Context: an optimization exercise on an open-source flow, tuned for a short achievable clock period and few clock cycles. The choices shown serve that exercise and are no tape-out recipe. In this exercise RTL edits were held to simulation tests only and were not proved equivalent to the original.

## flow/design.v

```verilog
module mux (
    input sel,
    input signed [31:0] A, B,
    output signed [31:0] Mux_out
);
assign Mux_out = sel ? B : A;
endmodule
module mux3 (
    input  wire [1:0] sel,
    input  wire signed [31:0] A,    
    input  wire signed [31:0] B,    
    input  wire signed [31:0] C,    
    output reg signed [31:0] mux_out
);
    always @(*) begin
        case (sel)
            2'b00: mux_out = A;  
            2'b01: mux_out = B;  
            2'b10: mux_out = C;  
            default: mux_out = A;
        endcase
    end
endmodule
module adder (
    input signed [31:0] in_1,
    input signed [31:0] in_2,
    output signed [31:0] sum_out
);
assign sum_out = in_1 + in_2;
endmodule
module PCplus4 (
    input signed [31:0] PC_in,
    output signed [31:0] PC_out
);
assign PC_out = PC_in + 4;
endmodule
module and_logic (
    input branch,
    input zero,
    output and_out
);
    assign and_out = branch & zero;
endmodule
module or_logic (
    input jump_IDEX,
    input and_out,
    output or_out
);
    assign or_out = jump_IDEX | and_out;
endmodule
module program_counter (
    input clk,
    input rst_n,
    input PCWrite,
    input signed [31:0] PC_in,
    output reg signed [31:0] PC_out
);
always @(posedge clk or negedge rst_n) begin
    if (!rst_n) begin
        PC_out <= 32'h0000000;
    end else begin
        if (PCWrite) begin
            PC_out <= PC_in;
        end else begin
            PC_out <= PC_out;
        end
    end
end
endmodule
module register_file (
    input clk,
    input rst_n,
    input regWrite,
    input [4:0] rs1, rs2, rd,
    input signed [31:0] write_Data,
    output signed [31:0] read_data1, read_data2
);
    reg signed [31:0] registers [0:31];
    integer i;
    always @(posedge clk or negedge rst_n) begin
        if (!rst_n) begin
            begin
                registers[0] <= 0;
                registers[1] <= 4;
                registers[2] <= 120;
                registers[3] <= 2;
                registers[4] <= 4;
                registers[5] <= 1;
                registers[6] <= 14;
                registers[7] <= 4;
                registers[8] <= 24;
                registers[9] <= 12;
                registers[10] <= 23;
                registers[11] <= 4;
                registers[12] <= 90;
                registers[13] <= 10;
                registers[14] <= 1000;
                registers[15] <= 30;
                registers[16] <= 40;
                registers[17] <= 50;
                registers[18] <= 60;
                registers[19] <= 70;
                registers[20] <= 80;
                registers[21] <= 80;
                registers[22] <= 90;
                registers[23] <= 70;
                registers[24] <= 60;
                registers[25] <= 65;
                registers[26] <= 4;
                registers[27] <= 32;
                registers[28] <= 12;
                registers[29] <= 34;
                registers[30] <= 5;
                registers[31] <= 10;
            end
        end else begin
            if (regWrite && (rd != 5'd0)) begin
                registers[rd] <= write_Data;
            end
        end
    end
    assign read_data1 = (regWrite && (rd != 0) && (rd == rs1)) ? write_Data : registers[rs1];
    assign read_data2 = (regWrite && (rd != 0) && (rd == rs2)) ? write_Data : registers[rs2];
endmodule
module immediate_gen (
    input [31:0] instruction,
    output reg signed [31:0] ImmExt
);
wire [6:0] opCode;
assign opCode = instruction[6:0];
always @(*) begin
    case (opCode)
        7'b0000011, 7'b0010011: 
            ImmExt = {{20{instruction[31]}}, instruction[31:20]};   
        7'b0100011: 
            ImmExt = {{20{instruction[31]}}, instruction[31:25], instruction[11:7]};  
        7'b1100011: 
            ImmExt = {{20{instruction[31]}}, instruction[7], instruction[30:25], instruction[11:8], 1'b0};  
        7'b1101111:
            ImmExt = {{12{instruction[31]}}, instruction[19:12], instruction[20], instruction[30:21], 1'b0};  
        default:                                             
            ImmExt = 32'b0;
    endcase
end
endmodule
module control_unit (
    input [6:0] instruction,
    output reg branch, memRead, memWrite, ALUSrc, regWrite, jump,
    output reg [1:0] ALUOp, memToReg
);
always @(*) begin
    case (instruction)
        7'b0110011 : {ALUSrc, memToReg, regWrite, memRead, memWrite, branch, jump, ALUOp} = 10'b0_00_1_0_0_0_0_10;      
        7'b0010011 : {ALUSrc, memToReg, regWrite, memRead, memWrite, branch, jump, ALUOp} = 10'b1_00_1_0_0_0_0_10;      
        7'b0000011 : {ALUSrc, memToReg, regWrite, memRead, memWrite, branch, jump, ALUOp} = 10'b1_01_1_1_0_0_0_00;      
        7'b0100011 : {ALUSrc, memToReg, regWrite, memRead, memWrite, branch, jump, ALUOp} = 10'b1_00_0_0_1_0_0_00;      
        7'b1100011 : {ALUSrc, memToReg, regWrite, memRead, memWrite, branch, jump, ALUOp} = 10'b0_00_0_0_0_1_0_01;      
        7'b1101111 : {ALUSrc, memToReg, regWrite, memRead, memWrite, branch, jump, ALUOp} = 10'b0_10_1_0_0_0_1_00;      
        default: {ALUSrc, memToReg, regWrite, memRead, memWrite, branch, jump, ALUOp} = 10'b0000000000;
    endcase
end
endmodule
module hazard_detection_unit (
    input  wire        MemRead_IDEX,
    input  wire [4:0]  rs1_IFID,
    input  wire [4:0]  rs2_IFID,
    input  wire [4:0]  rd_IDEX,
    output reg         PCWrite,
    output reg         Write_IFID,
    output reg         control_mux_sel,
    output wire        lwStall
);
    always @(*) begin
        if (MemRead_IDEX && ((rd_IDEX == rs1_IFID) || (rd_IDEX == rs2_IFID))) begin
            PCWrite         = 0;   
            Write_IFID      = 0;   
            control_mux_sel = 1;   
        end else begin
            PCWrite         = 1;
            Write_IFID      = 1;
            control_mux_sel = 0;
        end
    end
    assign lwStall = MemRead_IDEX && ((rd_IDEX == rs1_IFID) || (rd_IDEX == rs2_IFID));
endmodule
module forwarding_unit (
    input [4:0] rs1_IDEX,
    input [4:0] rs2_IDEX,
    input [4:0] rd_EXMEM,
    input [4:0] rd_MEMWB,
    input       RegWrite_EXMEM,
    input       RegWrite_MEMWB,
    output reg [1:0] ForwardA,
    output reg [1:0] ForwardB
);
    always @(*) begin
        if (RegWrite_EXMEM & (rd_EXMEM != 0) & (rd_EXMEM == rs1_IDEX)) begin
            ForwardA = 2'b10;
        end else if (RegWrite_MEMWB & (rd_MEMWB != 0) & !(RegWrite_EXMEM & (rd_EXMEM != 0) & (rd_EXMEM == rs1_IDEX)) & (rd_MEMWB == rs1_IDEX)) begin
            ForwardA = 2'b01;
        end else 
            ForwardA = 2'b00;
        if (RegWrite_EXMEM & (rd_EXMEM != 0) & (rd_EXMEM == rs2_IDEX)) begin
            ForwardB = 2'b10;
        end else if (RegWrite_MEMWB && (rd_MEMWB != 0) & !(RegWrite_EXMEM & (rd_EXMEM != 0) & (rd_EXMEM == rs2_IDEX)) & (rd_MEMWB == rs2_IDEX)) begin
            ForwardB = 2'b01;
        end else
            ForwardB = 2'b00;
    end
endmodule
module alu_control (
    input [1:0] ALUOp_in,
    input [31:0] instruction,
    output reg [3:0] ALUControl_out
);
wire [6:0] func7;
wire [2:0] func3;
wire [6:0] opcode;
assign func7 = instruction[31:25];
assign func3 = instruction[14:12];
assign opcode = instruction[6:0];
always @(*) begin
    casex ({ALUOp_in, func7, func3, opcode})
        19'b1x_0000001_000_0110011 : ALUControl_out = 4'b0011;   
        19'b1x_0000001_100_0110011 : ALUControl_out = 4'b0100;   
        19'b1x_0000000_000_0110011 : ALUControl_out = 4'b0010;   
        19'b1x_0100000_000_0110011 : ALUControl_out = 4'b0110;   
        19'b1x_0000000_110_0110011 : ALUControl_out = 4'b0000;   
        19'b1x_0000000_111_0110011 : ALUControl_out = 4'b0001;   
        19'b1x_xxxxxxx_000_0010011 : ALUControl_out = 4'b0010;   
        19'b1x_xxxxxxx_110_0010011 : ALUControl_out = 4'b0000;   
        19'b1x_xxxxxxx_111_0010011 : ALUControl_out = 4'b0001;   
        19'b00_xxxxxxx_xxx_0000011 : ALUControl_out = 4'b0010;   
        19'b00_xxxxxxx_xxx_0100011 : ALUControl_out = 4'b0010;   
        19'bx1_xxxxxxx_xxx_1100011 : ALUControl_out = 4'b0110;   
        default: ALUControl_out = 4'b0000;
    endcase
end
endmodule
module alu_unit (
    input signed [31:0] A, B, 
    input [3:0] control_in, 
    output reg signed [31:0] ALU_result, 
    output reg zero
);
always @(*) begin
    ALU_result = 32'b0;
    zero = 0;
    case (control_in)
        4'b0000: begin   
            ALU_result = A | B;
        end
        4'b0001: begin   
            ALU_result = A & B;
        end
        4'b0010: begin   
            ALU_result = A + B;
        end
        4'b0011: begin   
            ALU_result = A * B;
        end
        4'b0100: begin   
            if (B == 0)
                ALU_result = -32'sd1;                   
            else if (A == 32'sh80000000 && B == -32'sd1)
                ALU_result = 32'sh80000000;             
            else
                ALU_result = A / B;
        end
        4'b0110: begin   
            ALU_result = A - B;
            if (A == B)
                zero = 1;
        end
        default: begin
            ALU_result = 32'b0;
            zero = 0;
        end
    endcase
end
endmodule
module branch_taken (
    input  [2:0] funct3,         
    input  [31:0] rs1,           
    input  [31:0] rs2,           
    output reg taken             
);
    always @(*) begin
        case (funct3)
            3'b000: taken = (rs1 == rs2);                        
            3'b001: taken = (rs1 != rs2);                        
            3'b100: taken = ($signed(rs1) < $signed(rs2));       
            3'b101: taken = ($signed(rs1) >= $signed(rs2));      
            3'b110: taken = (rs1 < rs2);                         
            3'b111: taken = (rs1 >= rs2);                        
            default: taken = 1'b0;                               
        endcase
    end
endmodule
module IF_hazard (
    input clk,
    input rst_n,
    input PCSrc_IF,
    input signed [31:0] PCTarget_IF,
    input PCWrite,
    input Write_IFID,
    input flush_IF,
    output [31:0] imem_addr,
    input  [31:0] imem_rdata,
    output [31:0] Instruc_IFID,
    output signed [31:0] PC_IFID,
    output signed [31:0] PC_plus4_IFID
);
    wire signed [31:0] PC_next, PC_current, PC_plus4;
    wire [31:0] instruction_fetched;
    reg signed [31:0] IFID_PC;
    reg [31:0] IFID_PCPlus4;
    reg [31:0] IFID_Instruction;
    mux pc_mux (
        .sel(PCSrc_IF),
        .A(PC_plus4),
        .B(PCTarget_IF),
        .Mux_out(PC_next)
    );
    program_counter PC_counter (
        .clk(clk),
        .rst_n(rst_n),
        .PCWrite(PCWrite),
        .PC_in(PC_next),
        .PC_out(PC_current)
    );
    assign imem_addr = PC_current;
    assign instruction_fetched = imem_rdata;
    PCplus4 pc_add (
        .PC_in(PC_current),
        .PC_out(PC_plus4)
    );
    always @(posedge clk or negedge rst_n) begin
        if (!rst_n) begin
            IFID_Instruction <= 32'b0;
            IFID_PC <= 32'b0;
            IFID_PCPlus4 <= 32'b0;
        end else if (flush_IF) begin
            IFID_Instruction <= 32'b0;
            IFID_PC <= 32'b0;
            IFID_PCPlus4 <= 32'b0;
        end else begin
            if (Write_IFID) begin
                IFID_Instruction <= instruction_fetched;
                IFID_PC <= PC_current;
                IFID_PCPlus4 <= PC_plus4;
            end else begin
                IFID_Instruction <= IFID_Instruction;
                IFID_PC <= IFID_PC;
                IFID_PCPlus4 <= IFID_PCPlus4;
            end
        end
    end
    assign Instruc_IFID    = IFID_Instruction;
    assign PC_IFID         = IFID_PC;
    assign PC_plus4_IFID   = IFID_PCPlus4;
endmodule
module ID_hazard (
    input wire clk,
    input wire rst_n,
    input wire [31:0] Instruc_IFID,
    input wire signed [31:0] PC_IFID,
    input wire signed [31:0] PC_plus4_IFID,
    input wire signed [31:0] write_Data,
    input wire [4:0] rd,
    input wire RegWrite,
    input wire control_mux_sel,
    input wire flush_ID,
    output reg signed [31:0] read_data1_IDEX,
    output reg signed [31:0] read_data2_IDEX,
    output reg signed [31:0] PC_IDEX,
    output reg signed [31:0] PC_plus4_IDEX,
    output reg signed [31:0] imm_IDEX,
    output reg [31:0] instruc_IDEX,
    output reg [4:0]  rd_IDEX,
    output reg        branch_IDEX,
    output reg        memRead_IDEX,
    output reg [1:0]  mem2reg_IDEX,
    output reg        memWrite_IDEX,
    output reg        ALUSrc_IDEX,
    output reg        RegWrite_IDEX,
    output reg        jump_IDEX,
    output reg [1:0]  ALUOp_IDEX
); 
    wire signed [31:0] read_data1_IDEX_reg;
    wire signed [31:0] read_data2_IDEX_reg;
    wire signed [31:0] imm_IDEX_reg;
    wire [1:0] ALUOp_ID;
    wire regWrite_ID;
    wire ALUSrc_ID;
    wire branch_ID;
    wire [1:0] mem2reg_ID;
    wire memWrite_ID;
    wire jump_ID;
    wire memRead_ID;
    wire [1:0] ALUOp_real;
    wire [1:0] memToReg_real;
    wire jump_real;
    wire regWrite_real;
    wire ALUSrc_real;
    wire branch_real;
    wire memWrite_real;
    wire memRead_real;
    wire [9:0] control_signals_real;   
    wire [9:0] control_signals_muxed;  
    register_file reg_file_ID(.clk(clk), 
                                .rst_n(rst_n), 
                                .regWrite(RegWrite), 
                                .rs1(Instruc_IFID[19:15]), 
                                .rs2(Instruc_IFID[24:20]), 
                                .rd(rd), 
                                .write_Data(write_Data), 
                                .read_data1(read_data1_IDEX_reg), 
                                .read_data2(read_data2_IDEX_reg));
    immediate_gen imm_gen_ID(.instruction(Instruc_IFID),
                                .ImmExt(imm_IDEX_reg));
    control_unit control_u(.instruction(Instruc_IFID[6:0]),
                                .branch(branch_real),
                                .memRead(memRead_real),
                                .memToReg(memToReg_real),
                                .memWrite(memWrite_real),
                                .ALUSrc(ALUSrc_real),
                                .regWrite(regWrite_real),
                                .jump(jump_real),
                                .ALUOp(ALUOp_real));
    assign control_signals_real = {ALUSrc_real, memToReg_real, regWrite_real,
                                memRead_real, memWrite_real, branch_real, jump_real, ALUOp_real};
    assign control_signals_muxed = control_mux_sel ? 10'b0000000000 : control_signals_real;
    assign ALUSrc_ID    = control_signals_muxed[9];
    assign mem2reg_ID   = control_signals_muxed[8:7];
    assign regWrite_ID  = control_signals_muxed[6];
    assign memRead_ID   = control_signals_muxed[5];
    assign memWrite_ID  = control_signals_muxed[4];
    assign branch_ID    = control_signals_muxed[3];
    assign jump_ID      = control_signals_muxed[2];
    assign ALUOp_ID     = control_signals_muxed[1:0];
    always @(posedge clk or negedge rst_n) begin
        if (!rst_n) begin
            read_data1_IDEX <= 0;
            read_data2_IDEX <= 0;
            imm_IDEX        <= 0;
            PC_IDEX         <= 0;
            PC_plus4_IDEX   <= 0;
            instruc_IDEX    <= 0;
            rd_IDEX         <= 0;
            branch_IDEX     <= 0;
            memRead_IDEX    <= 0;
            mem2reg_IDEX    <= 0;
            memWrite_IDEX   <= 0;
            ALUSrc_IDEX     <= 0;
            RegWrite_IDEX   <= 0;
            jump_IDEX       <= 0;
            ALUOp_IDEX      <= 0;
        end else if (flush_ID) begin
            read_data1_IDEX <= 0;
            read_data2_IDEX <= 0;
            imm_IDEX        <= 0;
            PC_IDEX         <= 0;
            PC_plus4_IDEX   <= 0;
            instruc_IDEX    <= 0;
            rd_IDEX         <= 0;
            branch_IDEX     <= 0;
            memRead_IDEX    <= 0;
            mem2reg_IDEX    <= 0;
            memWrite_IDEX   <= 0;
            ALUSrc_IDEX     <= 0;
            RegWrite_IDEX   <= 0;
            jump_IDEX       <= 0;
            ALUOp_IDEX      <= 0;
        end else begin
            read_data1_IDEX <= read_data1_IDEX_reg;
            read_data2_IDEX <= read_data2_IDEX_reg;
            imm_IDEX        <= imm_IDEX_reg;
            PC_IDEX         <= PC_IFID;
            PC_plus4_IDEX   <= PC_plus4_IFID;
            instruc_IDEX    <= Instruc_IFID;
            rd_IDEX         <= Instruc_IFID[11:7];
            branch_IDEX     <= branch_ID;
            memRead_IDEX    <= memRead_ID;
            mem2reg_IDEX    <= mem2reg_ID;
            memWrite_IDEX   <= memWrite_ID;
            ALUSrc_IDEX     <= ALUSrc_ID;
            RegWrite_IDEX   <= regWrite_ID;
            jump_IDEX       <= jump_ID;
            ALUOp_IDEX      <= ALUOp_ID;
        end
    end
endmodule
module EX_hazard (
    input clk,
    input rst_n,
    input signed [31:0] read_data1_IDEX,
    input signed [31:0] read_data2_IDEX,
    input signed [31:0] PC_IDEX,
    input signed [31:0] PC_plus4_IDEX,
    input signed [31:0] imm_IDEX,
    input [31:0] instruc_IDEX,
    input [4:0]  rd_IDEX,
    input branch_IDEX,
    input memRead_IDEX,
    input [1:0] mem2reg_IDEX,
    input memWrite_IDEX,
    input ALUSrc_IDEX,
    input RegWrite_IDEX,
    input jump_IDEX,
    input [1:0] ALUOp_IDEX,
    input signed [31:0] memData_Out_MEM,
    input signed [31:0] alu_result_EXMEM,
    input [1:0] ForwardA,
    input [1:0] ForwardB,
    output wire signed [31:0] PC_EXMEM,
    output reg signed [31:0] PC_plus4_EXMEM,
    output reg signed [31:0] read_Address_EXMEM,
    output reg signed [31:0] write_Data_EXMEM,
    output reg [4:0] rd_EXMEM,
    output wire PCSrc,
    output reg memRead_EXMEM,
    output reg memWrite_EXMEM,
    output reg [1:0] mem2reg_EXMEM,
    output reg RegWrite_EXMEM
);
    wire signed [31:0] alu_result_ex;
    wire signed [31:0] mux_ex;
    wire signed [31:0] mux3_1_ex;
    wire signed [31:0] mux3_2_ex;
    wire [3:0]  ALUControl_out;
    wire        zero_ex;
    wire        and_out;
    wire        taken;
    branch_taken ex_branch(
        .funct3(instruc_IDEX[14:12]),
        .rs1(mux3_1_ex),  
        .rs2(mux3_2_ex),  
        .taken(taken)
    );
    and_logic ex_and(.branch(branch_IDEX),
                        .zero(taken),
                        .and_out(and_out));
    or_logic ex_or(.jump_IDEX(jump_IDEX),
                    .and_out(and_out),
                    .or_out(PCSrc));
    adder ex_add(.in_1(imm_IDEX),
                .in_2(PC_IDEX),
                .sum_out(PC_EXMEM));
    mux3 ex_mux1(.sel(ForwardA),
                .A(read_data1_IDEX),
                .B(memData_Out_MEM),
                .C(alu_result_EXMEM),
                .mux_out(mux3_1_ex));
    mux3 ex_mux2(.sel(ForwardB),
                .A(read_data2_IDEX),
                .B(memData_Out_MEM),
                .C(alu_result_EXMEM),
                .mux_out(mux3_2_ex));
    mux ex_mux(.sel(ALUSrc_IDEX),
                .A(mux3_2_ex),
                .B(imm_IDEX),
                .Mux_out(mux_ex));
    alu_control ex_alu_control(.ALUOp_in(ALUOp_IDEX),
                                .instruction(instruc_IDEX),
                                .ALUControl_out(ALUControl_out));
    alu_unit ex_alu_unit(.A(mux3_1_ex),
                        .B(mux_ex),
                        .control_in(ALUControl_out),
                        .ALU_result(alu_result_ex),
                        .zero(zero_ex));
    always @(posedge clk or negedge rst_n) begin
        if (!rst_n) begin
            read_Address_EXMEM <= 0;
            write_Data_EXMEM <= 0;
            PC_plus4_EXMEM <= 0;
            rd_EXMEM <= 0;
            memRead_EXMEM <= 0;
            memWrite_EXMEM <= 0;
            mem2reg_EXMEM <= 0;
            RegWrite_EXMEM <= 0;
        end else begin
            read_Address_EXMEM <= alu_result_ex;
            write_Data_EXMEM <= mux3_2_ex;
            PC_plus4_EXMEM <= PC_plus4_IDEX;
            rd_EXMEM <= rd_IDEX;
            memRead_EXMEM <= memRead_IDEX;
            memWrite_EXMEM <= memWrite_IDEX;
            mem2reg_EXMEM <= mem2reg_IDEX;
            RegWrite_EXMEM <= RegWrite_IDEX;
        end
    end
endmodule
module MEM_stage (
    input clk,
    input rst_n,
    input signed [31:0] read_Address_EXMEM,
    input signed [31:0] write_Data_EXMEM,
    input [4:0] rd_EXMEM,
    input signed [31:0] PC_plus4_EXMEM,
    input memRead_EXMEM,
    input memWrite_EXMEM,
    input [1:0] mem2reg_EXMEM,
    input RegWrite_EXMEM,
    output [31:0] dmem_addr,
    output [31:0] dmem_wdata,
    output        dmem_we,
    input  [31:0] dmem_rdata,
    output reg signed [31:0] memData_Out_MEMWB,
    output reg signed [31:0] read_Address_MEMWB,
    output reg [4:0] rd_MEMWB,
    output reg signed [31:0] PC_plus4_MEMWB,  
    output reg [1:0] mem2reg_MEMWB,
    output reg RegWrite_MEMWB
);
    wire signed [31:0] memData_Out;
    assign dmem_addr  = read_Address_EXMEM;
    assign dmem_wdata = write_Data_EXMEM;
    assign dmem_we    = memWrite_EXMEM;
    assign memData_Out = (memRead_EXMEM) ? dmem_rdata : 32'b00;
    always @(posedge clk or negedge rst_n) begin
        if (!rst_n) begin
            memData_Out_MEMWB <= 0;
            read_Address_MEMWB <= 0;
            rd_MEMWB <= 0;
            PC_plus4_MEMWB <= 0;
            mem2reg_MEMWB <= 0;
            RegWrite_MEMWB <= 0;
        end else begin
            memData_Out_MEMWB <= memData_Out;
            read_Address_MEMWB <= read_Address_EXMEM;
            rd_MEMWB <= rd_EXMEM;
            PC_plus4_MEMWB <= PC_plus4_EXMEM;
            mem2reg_MEMWB <= mem2reg_EXMEM;
            RegWrite_MEMWB <= RegWrite_EXMEM;
        end
    end
endmodule
module WB_stage (
    input signed [31:0] memData_Out_MEMWB,
    input signed [31:0] read_Address_MEMWB,
    input signed [31:0] PC_plus4_MEMWB,
    input        [1:0]  mem2reg_MEMWB,
    output signed [31:0] memData_Out_MEM
);
    mux3 wb_mux(.sel(mem2reg_MEMWB),
                .A(read_Address_MEMWB),
                .B(memData_Out_MEMWB),
                .C(PC_plus4_MEMWB),
                .mux_out(memData_Out_MEM));
endmodule
module RISC_V_pp (
    input clk,
    input rst_n,
    output [31:0] imem_addr,
    input  [31:0] imem_rdata,
    output [31:0] dmem_addr,
    output [31:0] dmem_wdata,
    output        dmem_we,
    input  [31:0] dmem_rdata
);
    wire [31:0] Instruc_IFID;
    wire signed [31:0] PC_IFID;
    wire signed [31:0] read_data1_IDEX;
    wire signed [31:0] read_data2_IDEX;
    wire signed [31:0] PC_IDEX;
    wire signed [31:0] PC_plus4_IDEX;
    wire signed [31:0] imm_IDEX;
    wire [31:0] instruc_IDEX;
    wire [4:0]  rd_IDEX;
    wire        branch_IDEX;
    wire        memRead_IDEX;
    wire [1:0]  mem2reg_IDEX;
    wire        memWrite_IDEX;
    wire        ALUSrc_IDEX;
    wire        RegWrite_IDEX;
    wire        jump_IDEX;
    wire [1:0]  ALUOp_IDEX;
    wire signed [31:0] PC_EXMEM;
    wire signed [31:0] PC_plus4_EXMEM;
    wire signed [31:0] read_Address_EXMEM;
    wire signed [31:0] write_Data_EXMEM;
    wire [4:0]  rd_EXMEM;
    wire        memRead_EXMEM;
    wire        memWrite_EXMEM;
    wire [1:0]  mem2reg_EXMEM;
    wire        RegWrite_EXMEM;
    wire signed [31:0] memData_Out_MEMWB;
    wire signed [31:0] ALU_result_MEMWB;
    wire signed [31:0] PC_plus4_MEMWB;
    wire [4:0]  rd_MEMWB;
    wire        PCSrc;
    wire [1:0]  mem2reg_MEMWB;
    wire        RegWrite_MEMWB;
    wire signed [31:0] memData_Out_MEM;
    wire signed [31:0] alu_result_EXMEM;
    wire PCWrite;
    wire Write_IFID;
    wire signed [31:0] PC_plus4_IFID;
    wire control_mux_sel;
    wire [1:0] ForwardA;
    wire [1:0] ForwardB;
    wire lwStall;
    wire flush_ID;
    wire flush_IF;
    IF_hazard instruction_fetch(.clk(clk),
                                .rst_n(rst_n),
                                .PCSrc_IF(PCSrc),
                                .PCWrite(PCWrite),
                                .Write_IFID(Write_IFID),
                                .PCTarget_IF(PC_EXMEM),
                                .flush_IF(flush_IF),
                                .imem_addr(imem_addr),
                                .imem_rdata(imem_rdata),
                                .Instruc_IFID(Instruc_IFID),
                                .PC_IFID(PC_IFID),
                                .PC_plus4_IFID(PC_plus4_IFID));
    hazard_detection_unit hazard_det_unit(.MemRead_IDEX(memRead_IDEX),
                                        .rs1_IFID(Instruc_IFID[19:15]),
                                        .rs2_IFID(Instruc_IFID[24:20]),
                                        .rd_IDEX(rd_IDEX),
                                        .PCWrite(PCWrite),
                                        .Write_IFID(Write_IFID),
                                        .control_mux_sel(control_mux_sel),
                                        .lwStall(lwStall));
    assign flush_IF = PCSrc;
    assign flush_ID = lwStall | PCSrc;
    ID_hazard instruction_decode(.clk(clk),
                                .rst_n(rst_n),
                                .Instruc_IFID(Instruc_IFID),
                                .PC_IFID(PC_IFID),
                                .PC_plus4_IFID(PC_plus4_IFID),
                                .write_Data(memData_Out_MEM),
                                .rd(rd_MEMWB),
                                .RegWrite(RegWrite_MEMWB),
                                .control_mux_sel(control_mux_sel),
                                .flush_ID(flush_ID),
                                .read_data1_IDEX(read_data1_IDEX),
                                .read_data2_IDEX(read_data2_IDEX),
                                .PC_IDEX(PC_IDEX),
                                .PC_plus4_IDEX(PC_plus4_IDEX),
                                .imm_IDEX(imm_IDEX),
                                .instruc_IDEX(instruc_IDEX),
                                .rd_IDEX(rd_IDEX),
                                .branch_IDEX(branch_IDEX),
                                .memRead_IDEX(memRead_IDEX),
                                .mem2reg_IDEX(mem2reg_IDEX),
                                .memWrite_IDEX(memWrite_IDEX),
                                .ALUSrc_IDEX(ALUSrc_IDEX),
                                .RegWrite_IDEX(RegWrite_IDEX),
                                .jump_IDEX(jump_IDEX),
                                .ALUOp_IDEX(ALUOp_IDEX));
    forwarding_unit forward(.rs1_IDEX(instruc_IDEX[19:15]),
                            .rs2_IDEX(instruc_IDEX[24:20]),
                            .rd_EXMEM(rd_EXMEM),
                            .rd_MEMWB(rd_MEMWB),
                            .RegWrite_EXMEM(RegWrite_EXMEM),
                            .RegWrite_MEMWB(RegWrite_MEMWB),
                            .ForwardA(ForwardA),
                            .ForwardB(ForwardB));
    EX_hazard execute(.clk(clk),
                    .rst_n(rst_n),
                    .read_data1_IDEX(read_data1_IDEX),
                    .read_data2_IDEX(read_data2_IDEX),
                    .PC_IDEX(PC_IDEX),
                    .PC_plus4_IDEX(PC_plus4_IDEX),
                    .imm_IDEX(imm_IDEX),
                    .instruc_IDEX(instruc_IDEX),
                    .rd_IDEX(rd_IDEX),
                    .branch_IDEX(branch_IDEX),
                    .memRead_IDEX(memRead_IDEX),
                    .mem2reg_IDEX(mem2reg_IDEX),
                    .memWrite_IDEX(memWrite_IDEX),
                    .ALUSrc_IDEX(ALUSrc_IDEX),
                    .RegWrite_IDEX(RegWrite_IDEX),
                    .jump_IDEX(jump_IDEX),
                    .ALUOp_IDEX(ALUOp_IDEX),
                    .memData_Out_MEM(memData_Out_MEM),
                    .alu_result_EXMEM(alu_result_EXMEM),
                    .ForwardA(ForwardA),
                    .ForwardB(ForwardB),
                    .PC_EXMEM(PC_EXMEM),
                    .read_Address_EXMEM(read_Address_EXMEM),
                    .write_Data_EXMEM(write_Data_EXMEM),
                    .rd_EXMEM(rd_EXMEM),
                    .PC_plus4_EXMEM(PC_plus4_EXMEM),
                    .PCSrc(PCSrc),
                    .memRead_EXMEM(memRead_EXMEM),
                    .memWrite_EXMEM(memWrite_EXMEM),
                    .mem2reg_EXMEM(mem2reg_EXMEM),
                    .RegWrite_EXMEM(RegWrite_EXMEM));
    assign alu_result_EXMEM = read_Address_EXMEM;
    MEM_stage memory(.clk(clk),
                    .rst_n(rst_n),
                    .read_Address_EXMEM(read_Address_EXMEM),
                    .write_Data_EXMEM(write_Data_EXMEM),
                    .rd_EXMEM(rd_EXMEM),
                    .PC_plus4_EXMEM(PC_plus4_EXMEM),
                    .memRead_EXMEM(memRead_EXMEM),
                    .memWrite_EXMEM(memWrite_EXMEM),
                    .mem2reg_EXMEM(mem2reg_EXMEM),
                    .RegWrite_EXMEM(RegWrite_EXMEM),
                    .dmem_addr(dmem_addr),
                    .dmem_wdata(dmem_wdata),
                    .dmem_we(dmem_we),
                    .dmem_rdata(dmem_rdata),
                    .memData_Out_MEMWB(memData_Out_MEMWB),
                    .read_Address_MEMWB(ALU_result_MEMWB),
                    .rd_MEMWB(rd_MEMWB),
                    .PC_plus4_MEMWB(PC_plus4_MEMWB),
                    .mem2reg_MEMWB(mem2reg_MEMWB),
                    .RegWrite_MEMWB(RegWrite_MEMWB));
    WB_stage write_back(.memData_Out_MEMWB(memData_Out_MEMWB),
                        .read_Address_MEMWB(ALU_result_MEMWB),
                        .PC_plus4_MEMWB(PC_plus4_MEMWB),
                        .mem2reg_MEMWB(mem2reg_MEMWB),
                        .memData_Out_MEM(memData_Out_MEM));
endmodule
```

## flow/run.sh

```bash
#!/bin/bash
# synth_recipe.tcl (not shown) runs the flow's synth.tcl, then flattens the netlist and writes it again
# the make line also repeats each setting of config.mk as NAME=value (left out here)
make -C /OpenROAD-flow-scripts/flow DESIGN_CONFIG=/design/flow/config.mk WORK_HOME=/design/flow/orfs CLKGATE_MAP_FILE= SYNTH_SCRIPT=/design/flow/synth_recipe.tcl finish
```

## flow/config.mk

```make
export PLATFORM = sky130hd
export DESIGN_NAME = RISC_V_pp
export DESIGN_NICKNAME = RISC_V_pp
export VERILOG_FILES = /design/flow/design.v
export SDC_FILE = /design/flow/constraint.sdc
export NUM_CORES = 4
export LEC_CHECK = 0
export CAP_MARGIN = 20
export CORE_MARGIN = 2
export CORE_UTILIZATION = 40
export SLEW_MARGIN = 20
```

## flow/constraint.sdc

```tcl
create_clock -name core_clock -period 150.0 [get_ports {clk}]
set_input_delay 30.0000 -clock core_clock [delete_from_list [all_inputs] [get_ports {clk}]]
set_output_delay 30.0000 -clock core_clock [all_outputs]
set_load 0.01 [all_outputs]
```

==> reports/summary.txt <==
Outcome = finished clean
Share of the synthesized area in the top cell type = 0.3083
DRT Pass-1 Iters = 7
Post-CTS setup buffers = 0
Slew Limit Fails = 0
CTS buffer count = 175
Synth Cell Area = 119,200 µm²
Grt ovf = 0
Clk slew on worst S/H paths = 0.06 ns
Die Span Y = 549.9 µm
Average size of a mapped cell = 8.395 µm²
Reg2reg setup slack = 38.74 ns
Routed Wire Length = 586,200 µm
DR DRC count = 0
Crit-path max FO = 72
Setup violators final = 0
WP data arrival = 112.03 ns
Post-route setup TNS = 0 ns
Area leader, netlist = dfrtp_1
Post-DP HPWL = 394,900 µm
Port bufs = 162
Clock latency on the worst-skew pair = 0.91 ns
Synth Flop Type = dfrtp_1
Initial antenna violation count = 64
Fin. Hold Viols = 0
H-tree depth = 4
Pre-CTS setup slack = 41.60 ns
End-of-flow core utilization = 0.4478
RSZ-0062 raised after global routing = no
Fin nets = 15,280
Remaining antenna violation count = 0
DR WL/cell = 32.36 µm
Fraction of layout cells with a size suffix above 1 = 0.08844
Vias in the first global route = 109,900
Count leader, synth = nand2_1
Cell Rows = 200
Cell area after layout = 132,900 µm²
Hold_buf cts = 0
Pin count of the biggest net entering global routing = 163
Crit path launch type = flop
CTS max path bufs = 4
Register bit total from synthesis = 1,545
Inst Count DP = 17,770
DIE WIDTH = 549.9 µm
Slew at the pin closest to its max-slew limit = 1.309 ns
Netlist cell types = 117
Syn-to-layout area delta = 11.48%
Post-cts sizing count = 0
Crit-path slowest cell = nor3_2
Fmax = 8.988 MHz
Async SR Flop Fraction = 1.000
Gate Count Post-Synth = 14,200
Drt via density = 6.496
Die area = 302,400 µm²
CTS tree = built
Fin crit share = 0.7417
CP Capture Type = flop
Clock period minus final worst setup slack = 111.26 ns
Slew HR = 0.1274
Max FFs per register = 1,024
Kind of critical path = flop to flop
Syn_nets = 15,460
Synth area leaders = dfrtp_1 (31%), ha_1 (8.2%), fa_1 (6.9%), nand2_1 (6.7%), o21ai_0 (6.1%)
CP required = 150.77 ns
Post-Place Cell Area = 126,800 µm²
Type of the most critical hold path = flop to flop
CTS sink count = 1,545
Iteration-0 DRC Markers = 17,370
Hold slack = 0.3180 ns
Initial Utilization = 0.4017
Sequential share of the synthesized area = 0.3251
Core area = 296,800 µm²
CP peak stage delay = 0.91 ns
Most frequent cells after synthesis = nand2_1 (2,132), dfrtp_1 (1,469), o21ai_0 (1,457)
Num ports = 163
Critical path's most frequent cell = o21a_1
Max cap viols = 0
Largest register by flop count = instruction_decode.reg_file_ID.registers
First-pass GRT wire length = 823,500 µm
Final cell count without fillers = 18,120
Final GP Congestion = 1.054
Clk_skew = 0.06301 ns
Total track usage = 0.3776
Root Buffer Master = clkbuf_16
Number of flops mapped to enable cells by yosys = 0
Via count of the routed design = 117,700
Post-route setup slack = 38.74 ns
Syn. warnings = 15
==> worst paths after layout <==
kind,start,to,cells after the start
max reg2reg,memory.mem2reg_MEMWB[0],execute.read_Address_EXMEM[27],431
max in group asynchronous,rst_n,execute.read_Address_EXMEM[21],5
min reg2reg,instruction_decode.PC_plus4_IDEX[23],execute.PC_plus4_EXMEM[23],0
min,instruction_decode.PC_plus4_IDEX[23],execute.PC_plus4_EXMEM[23],0
max,memory.mem2reg_MEMWB[0],execute.read_Address_EXMEM[27],431
min in group asynchronous,rst_n,instruction_decode.reg_file_ID.registers[10][31],1
==> area by class of cell <==
type,instances,area (µm²)
repair buffers,597,5042
fillers,29380,163900
clock inverters,53,706.9
multi-input cells,10900,75220
clock buffers,255,5170
well taps,3939,4928
flip-flops and latches,1545,38760
diodes,32,80.08
inverters,800,3003
==> metal layers <==
layer	vias to the layer above	GRT usage	wire length, µm
li1	49960	-	-
met1	56780	0.5156	234200
met2	8673	0.5078	225800
met3	2195	0.1514	87680
met4	64	0.1944	38090
met5	-	0.0004690	504
==> critical path: cells and delay by family, from the launching register on <==
kind / cells / cell delay (ns)
compound gates: 274 / 64.95
simple gates: 90 / 25.40
fa+ha+maj: 32 / 9.68
buf+inv: 24 / 6.91
mux: 11 / 3.40
flops: 1 / 0.35
==> logic make-up after synthesis <==
family                   share of synthesized area
AO/OA/AOI/OAI                               0.2356
XOR/XNOR                                   0.04053
adder cells (fa/ha/maj)                     0.1512
buffers and inverters                      0.05618
flip-flops                                  0.3251
multiplexers                               0.01511
AND/OR/NAND/NOR                             0.1763
==> layout by cell type, fill, tap and decap left out, drive strengths merged, types with 52 or more instances in the layout <==
master and instances:
a211oi 77, a21o 128, a21oi 726, a221oi 343
a22o 320, a22oi 364, a31oi 86, and2 232
and3 82, buf 436, clkbuf 255, clkdlybuf4s50 161
dfrtp 1469, dfstp 76, fa 410, ha 785
inv 797, mux2 114, nand2 2134, nand2b 87
nand3 237, nand4 207, nor2 996, nor2b 99
nor3 312, nor4 52, o21a 226, o21ai 1511
o31ai 59, o32ai 65, or2 61, or3 89
xnor2 391, xor2 159
Testbench counts, summed over its fixed seeds: cycles 33,368.

-- afterwards: timing with drivers on the ports --
No port has a modelled driver above. Below, the same layout with a new extraction and two added sets of constraints.
Step 1: set_driving_cell puts a clkbuf_16 on clk and a buf_2 on each other input, an assumption about the parent block.
Step 2, shift: input delay + t, output delay - t, t = (earliest + latest rising clock arrival at the registers) / 2. This alone moves slack from input paths to output paths.
Three values: ideal, step 1, step 2; two values: the first two.
t, ns: 0.980
setup slack, ns: 38.743 / 38.743 / 38.743
hold WS [ns]: 0.318 / 0.318 / 0.318
After both steps this run still meets setup and hold. For this run, drivers alone change the setup slack by 0.000 ns; drivers and shift together by 0.000 ns.
